Source: an optimization exercise on an open RTL-to-GDS flow (aim: small area, a short achievable clock period and few clock cycles). Production flows keep margins and buffers that such runs may drop.
Where RTL was checked, it was by simulation tests only, not by an equivalence proof against the original.
No activity file was given, so power comes from the tool's default toggle rates.

== P ==
==> flow/design.v <==
module jlc3_core (
     input  wire        clk_i_w
    ,input  wire        rst_i_w       
    ,input  wire        en_i_w        
    ,output wire        mem_en_o_w
    ,output wire        mem_we_o_w
    ,output wire [15:0] mem_addr_o_w
    ,output wire [15:0] mem_wdat_o_w
    ,input  wire [15:0] mem_rdat_i_w
    ,input  wire        mem_rdy_i_w
);
    reg [15:0] addr_r;    
    reg [15:0] pc_r;      
    reg        dat_r;     
    reg        dld_r;     
    reg        dst_r;     
    reg        dptr_r;    
    reg        dsti_r;    
    reg [2:0]  dreg_r;    
    reg        n_r;       
    reg        z_r;
    reg [15:0] rf_r [0:7];
    reg [7:0]  rv_r;      
    integer i;
    function [15:0] add16(input [15:0] a, input [15:0] b, input cin);
        reg [15:0] g, p, gg, pp, gn, pn;
        integer l, k;
        begin
            g = a & b;
            p = a ^ b;
            gg = g;
            gg[0] = g[0] | (p[0] & cin);
            pp = p;
            for (l = 1; l < 16; l = l * 2) begin
                gn = gg;
                pn = pp;
                for (k = l; k < 16; k = k + 1) begin
                    gn[k] = gg[k] | (pp[k] & gg[k-l]);
                    pn[k] = pp[k] & pp[k-l];
                end
                gg = gn;
                pp = pn;
            end
            add16 = p ^ {gg[14:0], cin};
        end
    endfunction
    wire adv_w = en_i_w & mem_rdy_i_w;
    wire fet_w = ~dat_r;
    wire [15:0] ins_w = mem_rdat_i_w;
    wire [3:0]  op_w  = ins_w[15:12];
    wire i_br   = (op_w == 4'b0000);
    wire i_add  = (op_w == 4'b0001);
    wire i_and  = (op_w == 4'b0101);
    wire i_not  = (op_w == 4'b1001);
    wire i_ld   = (op_w == 4'b0010);
    wire i_st   = (op_w == 4'b0011);
    wire i_jsr  = (op_w == 4'b0100);
    wire i_ldr  = (op_w == 4'b0110);
    wire i_str  = (op_w == 4'b0111);
    wire i_ldi  = (op_w == 4'b1010);
    wire i_sti  = (op_w == 4'b1011);
    wire i_jmp  = (op_w == 4'b1100);
    wire i_lea  = (op_w == 4'b1110);
    wire i_trap = (op_w == 4'b1111);
    wire i_nop  = (op_w == 4'b1000) | (op_w == 4'b1101);
    wire br_take_w = (ins_w[11] & n_r) | (ins_w[10] & z_r) | (ins_w[9] & ~n_r & ~z_r);
    wire i_jsri = i_jsr & ins_w[11];
    wire pcrel_w = i_br | i_ld | i_st | i_ldi | i_sti | i_lea | i_jsri;
    wire [2:0] ra_w = ins_w[8:6];
    wire [2:0] rb_w = dat_r ? dreg_r : ins_w[2:0];
    reg  [15:0] rda_w;      
    reg  [15:0] opa_w;      
    reg  [15:0] rdb_w;
    always @(*) begin
        rda_w = 16'b0;
        rdb_w = 16'b0;
        for (i = 0; i < 8; i = i + 1) begin
            rda_w = rda_w | ({16{rv_r[i] & (ra_w == i)}} & rf_r[i]);
            rdb_w = rdb_w | ({16{rv_r[i] & (rb_w == i)}} & rf_r[i]);
        end
        opa_w = pcrel_w ? addr_r : rda_w;
    end
    wire [15:0] off9_w  = {{7{ins_w[8]}}, ins_w[8:0]};
    wire [15:0] off11_w = {{5{ins_w[10]}}, ins_w[10:0]};
    wire [15:0] off6_w  = {{10{ins_w[5]}}, ins_w[5:0]};
    wire [15:0] imm5_w  = {{11{ins_w[4]}}, ins_w[4:0]};
    wire        isreg_w = (i_add | i_and) & ~ins_w[5];   
    reg  [15:0] opb_w;
    always @(*) begin
        if (isreg_w)
            opb_w = rdb_w;
        else if (i_ldr | i_str)
            opb_w = off6_w;
        else if (i_jsri)
            opb_w = off11_w;
        else if (pcrel_w)
            opb_w = off9_w;
        else
            opb_w = imm5_w;
    end
    wire [15:0] sum_w = add16(opa_w, opb_w, pcrel_w);
    wire [15:0] p_w = opa_w ^ opb_w;
    wire        sumz_w = (p_w[0] == pcrel_w) & (p_w[15:1] == (opa_w[14:0] | opb_w[14:0]));
    wire [15:0] and_w = rda_w & opb_w;
    wire [15:0] pcn_w = add16(addr_r, 16'd0, 1'b1);
    wire f_seq  = i_add | i_and | i_not | i_lea | (i_br & ~br_take_w) | i_nop;
    wire f_sum  = (i_br & br_take_w) | i_jsri | i_ld | i_st | i_ldi | i_sti | i_ldr | i_str;
    wire f_ra   = i_jmp | (i_jsr & ~ins_w[11]);
    wire f_trap = i_trap;
    wire d_pc   = dld_r | dst_r;                
    wire d_rdat = ~dld_r & ~dst_r;              
    wire [15:0] nxt_w = fet_w ? (({16{f_seq}}   & pcn_w)
                               | ({16{f_sum}}   & sum_w)
                               | ({16{f_ra}}    & rda_w)
                               | ({16{f_trap}}  & {8'b0, ins_w[7:0]}))
                              : (({16{d_pc}}    & pc_r)
                               | ({16{d_rdat}}  & mem_rdat_i_w));
    wire wr_sum  = fet_w & (i_add | i_lea);
    wire wr_and  = fet_w & i_and;
    wire wr_not  = fet_w & i_not;
    wire wr_link = fet_w & (i_jsr | i_trap);
    wire wr_mem  = dld_r;
    wire wen_w   = wr_sum | wr_and | wr_not | wr_link | wr_mem;
    wire [2:0]  wa_w = dat_r ? dreg_r : (wr_link ? 3'd7 : ins_w[11:9]);
    wire [15:0] wd_w = ({16{wr_sum}}  & sum_w)
                     | ({16{wr_and}}  & and_w)
                     | ({16{wr_not}}  & ~rda_w)
                     | ({16{wr_link}} & pcn_w)
                     | ({16{wr_mem}}  & mem_rdat_i_w);
    wire        wz_w = (wr_sum  & sumz_w)
                     | (wr_and  & ~|and_w)
                     | (wr_not  & &rda_w)
                     | (wr_link & ~|pcn_w)
                     | (wr_mem  & ~|mem_rdat_i_w);
    always @(posedge clk_i_w) begin
        if (adv_w && wen_w)
            rf_r[wa_w] <= wd_w;
    end
    always @(posedge clk_i_w or negedge rst_i_w) begin
        if (!rst_i_w) begin
            rv_r <= 8'b0;
            n_r  <= 1'b0;
            z_r  <= 1'b1;
        end else if (adv_w && wen_w) begin
            rv_r[wa_w] <= 1'b1;
            n_r <= wd_w[15];
            z_r <= wz_w;
        end
    end
    always @(posedge clk_i_w or negedge rst_i_w) begin
        if (!rst_i_w) begin
            addr_r <= 16'b0;
            dat_r  <= 1'b0;
            dld_r  <= 1'b0;
            dst_r  <= 1'b0;
            dptr_r <= 1'b0;
        end else if (adv_w) begin
            addr_r <= nxt_w;
            if (fet_w) begin
                dat_r  <= i_ld | i_ldr | i_st | i_str | i_ldi | i_sti | i_trap;
                dld_r  <= i_ld | i_ldr;
                dst_r  <= i_st | i_str;
                dptr_r <= i_ldi | i_sti;
            end else begin
                dat_r  <= dptr_r;
                dld_r  <= dptr_r & ~dsti_r;
                dst_r  <= dptr_r & dsti_r;
                dptr_r <= 1'b0;
            end
        end
    end
    always @(posedge clk_i_w) begin
        if (adv_w && fet_w) begin
            pc_r   <= pcn_w;
            dreg_r <= ins_w[11:9];
            dsti_r <= op_w[0];
        end
    end
    assign mem_en_o_w   = en_i_w;
    assign mem_we_o_w   = dst_r;
    assign mem_addr_o_w = addr_r;
    assign mem_wdat_o_w = rdb_w;
endmodule
==> flow/config.mk <==
export PLATFORM = sky130hd
export DESIGN_NAME = jlc3_core
export DESIGN_NICKNAME = jlc3_core
export VERILOG_FILES = /design/flow/design.v
export SDC_FILE = /design/flow/constraint.sdc
export NUM_CORES = 4
export LEC_CHECK = 0
export ABC_AREA = 1
export CAP_MARGIN = 20
export CORE_MARGIN = 2
export CORE_UTILIZATION = 40
export PLACE_DENSITY = 0.6
export SETUP_SLACK_MARGIN = 3.6
export SLEW_MARGIN = 20
export TNS_END_PERCENT = 100
==> flow/constraint.sdc <==
create_clock -name core_clock -period 8.0 [get_ports {clk_i_w}]
set_input_delay 1.6000 -clock core_clock [delete_from_list [all_inputs] [get_ports {clk_i_w}]]
set_output_delay 1.6000 -clock core_clock [all_outputs]
set_load 0.01 [all_outputs]
standard.sh (not shown) runs the stock make flow with config.mk's settings and CLKGATE_MAP_FILE= SYNTH_SCRIPT=/design/flow/synth_recipe.tcl, a recipe that flattens the netlist after the stock synthesis.
==> flow/flow/run.sh <==
#!/bin/bash
set -euo pipefail
bash standard.sh ADDER_MAP_FILE= finish > standard.log 2>&1
Edits applied to the flow inputs when going from P to Q:
diff --git a/flow/design.v b/flow/design.v
--- a/flow/design.v
+++ b/flow/design.v
@@ -19,9 +19,9 @@
     reg [2:0]  dreg_r;    
     reg        n_r;       
     reg        z_r;
     reg [15:0] rf_r [0:7];
-    reg [7:0]  rv_r;      
+    reg        clr_r;     
     integer i;
     function [15:0] add16(input [15:0] a, input [15:0] b, input cin);
         reg [15:0] g, p, gg, pp, gn, pn;
         integer l, k;
@@ -44,9 +44,9 @@
             add16 = p ^ {gg[14:0], cin};
         end
     endfunction
     wire adv_w = en_i_w & mem_rdy_i_w;
-    wire fet_w = ~dat_r;
+    wire fet_w = ~dat_r & ~clr_r;
     wire [15:0] ins_w = mem_rdat_i_w;
     wire [3:0]  op_w  = ins_w[15:12];
     wire i_br   = (op_w == 4'b0000);
     wire i_add  = (op_w == 4'b0001);
@@ -74,10 +74,10 @@
     always @(*) begin
         rda_w = 16'b0;
         rdb_w = 16'b0;
         for (i = 0; i < 8; i = i + 1) begin
-            rda_w = rda_w | ({16{rv_r[i] & (ra_w == i)}} & rf_r[i]);
-            rdb_w = rdb_w | ({16{rv_r[i] & (rb_w == i)}} & rf_r[i]);
+            rda_w = rda_w | ({16{ra_w == i}} & rf_r[i]);
+            rdb_w = rdb_w | ({16{rb_w == i}} & rf_r[i]);
         end
         opa_w = pcrel_w ? addr_r : rda_w;
     end
     wire [15:0] off9_w  = {{7{ins_w[8]}}, ins_w[8:0]};
@@ -132,20 +132,23 @@
                      | (wr_not  & &rda_w)
                      | (wr_link & ~|pcn_w)
                      | (wr_mem  & ~|mem_rdat_i_w);
     always @(posedge clk_i_w) begin
-        if (adv_w && wen_w)
-            rf_r[wa_w] <= wd_w;
+        for (i = 0; i < 8; i = i + 1)
+            if (clr_r || (adv_w && wen_w && wa_w == i))
+                rf_r[i] <= wd_w;
     end
     always @(posedge clk_i_w or negedge rst_i_w) begin
         if (!rst_i_w) begin
-            rv_r <= 8'b0;
-            n_r  <= 1'b0;
-            z_r  <= 1'b1;
-        end else if (adv_w && wen_w) begin
-            rv_r[wa_w] <= 1'b1;
-            n_r <= wd_w[15];
-            z_r <= wz_w;
+            clr_r <= 1'b1;
+            n_r   <= 1'b0;
+            z_r   <= 1'b1;
+        end else begin
+            clr_r <= 1'b0;
+            if (adv_w && wen_w) begin
+                n_r <= wd_w[15];
+                z_r <= wz_w;
+            end
         end
     end
     always @(posedge clk_i_w or negedge rst_i_w) begin
         if (!rst_i_w) begin
@@ -153,9 +156,9 @@
             dat_r  <= 1'b0;
             dld_r  <= 1'b0;
             dst_r  <= 1'b0;
             dptr_r <= 1'b0;
-        end else if (adv_w) begin
+        end else if (adv_w && !clr_r) begin
             addr_r <= nxt_w;
             if (fet_w) begin
                 dat_r  <= i_ld | i_ldr | i_st | i_str | i_ldi | i_sti | i_trap;
                 dld_r  <= i_ld | i_ldr;
### Flow results
Area overhead of the layout relative to synthesis: Q higher than P. P has a lower clock period minus worst slack than Q. [Q] clock skew rose 4.3 ps relative to P. Compared with P, in Q tapcell count went down 12, wire length per cell has increased, cell area after layout +0.83%. Between Q and P, it is Q whose met1 track demand over resource is higher, by 2.3 points. The total standard cell area after synthesis of Q is lower than that of P. On sequential power, Q tracks P almost exactly. Re register share of the cell area: Q and P aren't equal, and the higher value belongs to P.
Testbench counts of Q, summed over its fixed seeds: cycles 25,627.
Function not checked in P: the RTL went through the layout flow alone.

## separate check: timing with driven ports
No port has a modelled driver above. Below, the same layouts with a new extraction and two added sets of constraints.
Step 1: set_driving_cell puts a clkbuf_16 on clk_i_w and a buf_2 on each other input, an assumption about the parent block.
Step 2 also shifts input and output timing later by t, the mid clock arrival at the registers, as if the neighbouring blocks saw the same clock.
a / b / c = no drivers / after step 1 / after step 2; a / b = the first two.
run | t (ns) | setup slack, ns | hold slack, ns | worst setup path at the end
P | 0.494 | 3.513 / 3.444 / 3.234 | 0.529 / 0.529 / 0.529 | input to register
Q | 0.492 | 3.398 / 3.349 / 3.076 | 0.521 / 0.521 / 0.521 | input to register
After both steps every run listed still meets setup and hold. The setup slack of Q, which loses most, moves by -0.049 ns with the drivers and by -0.322 ns with both steps.
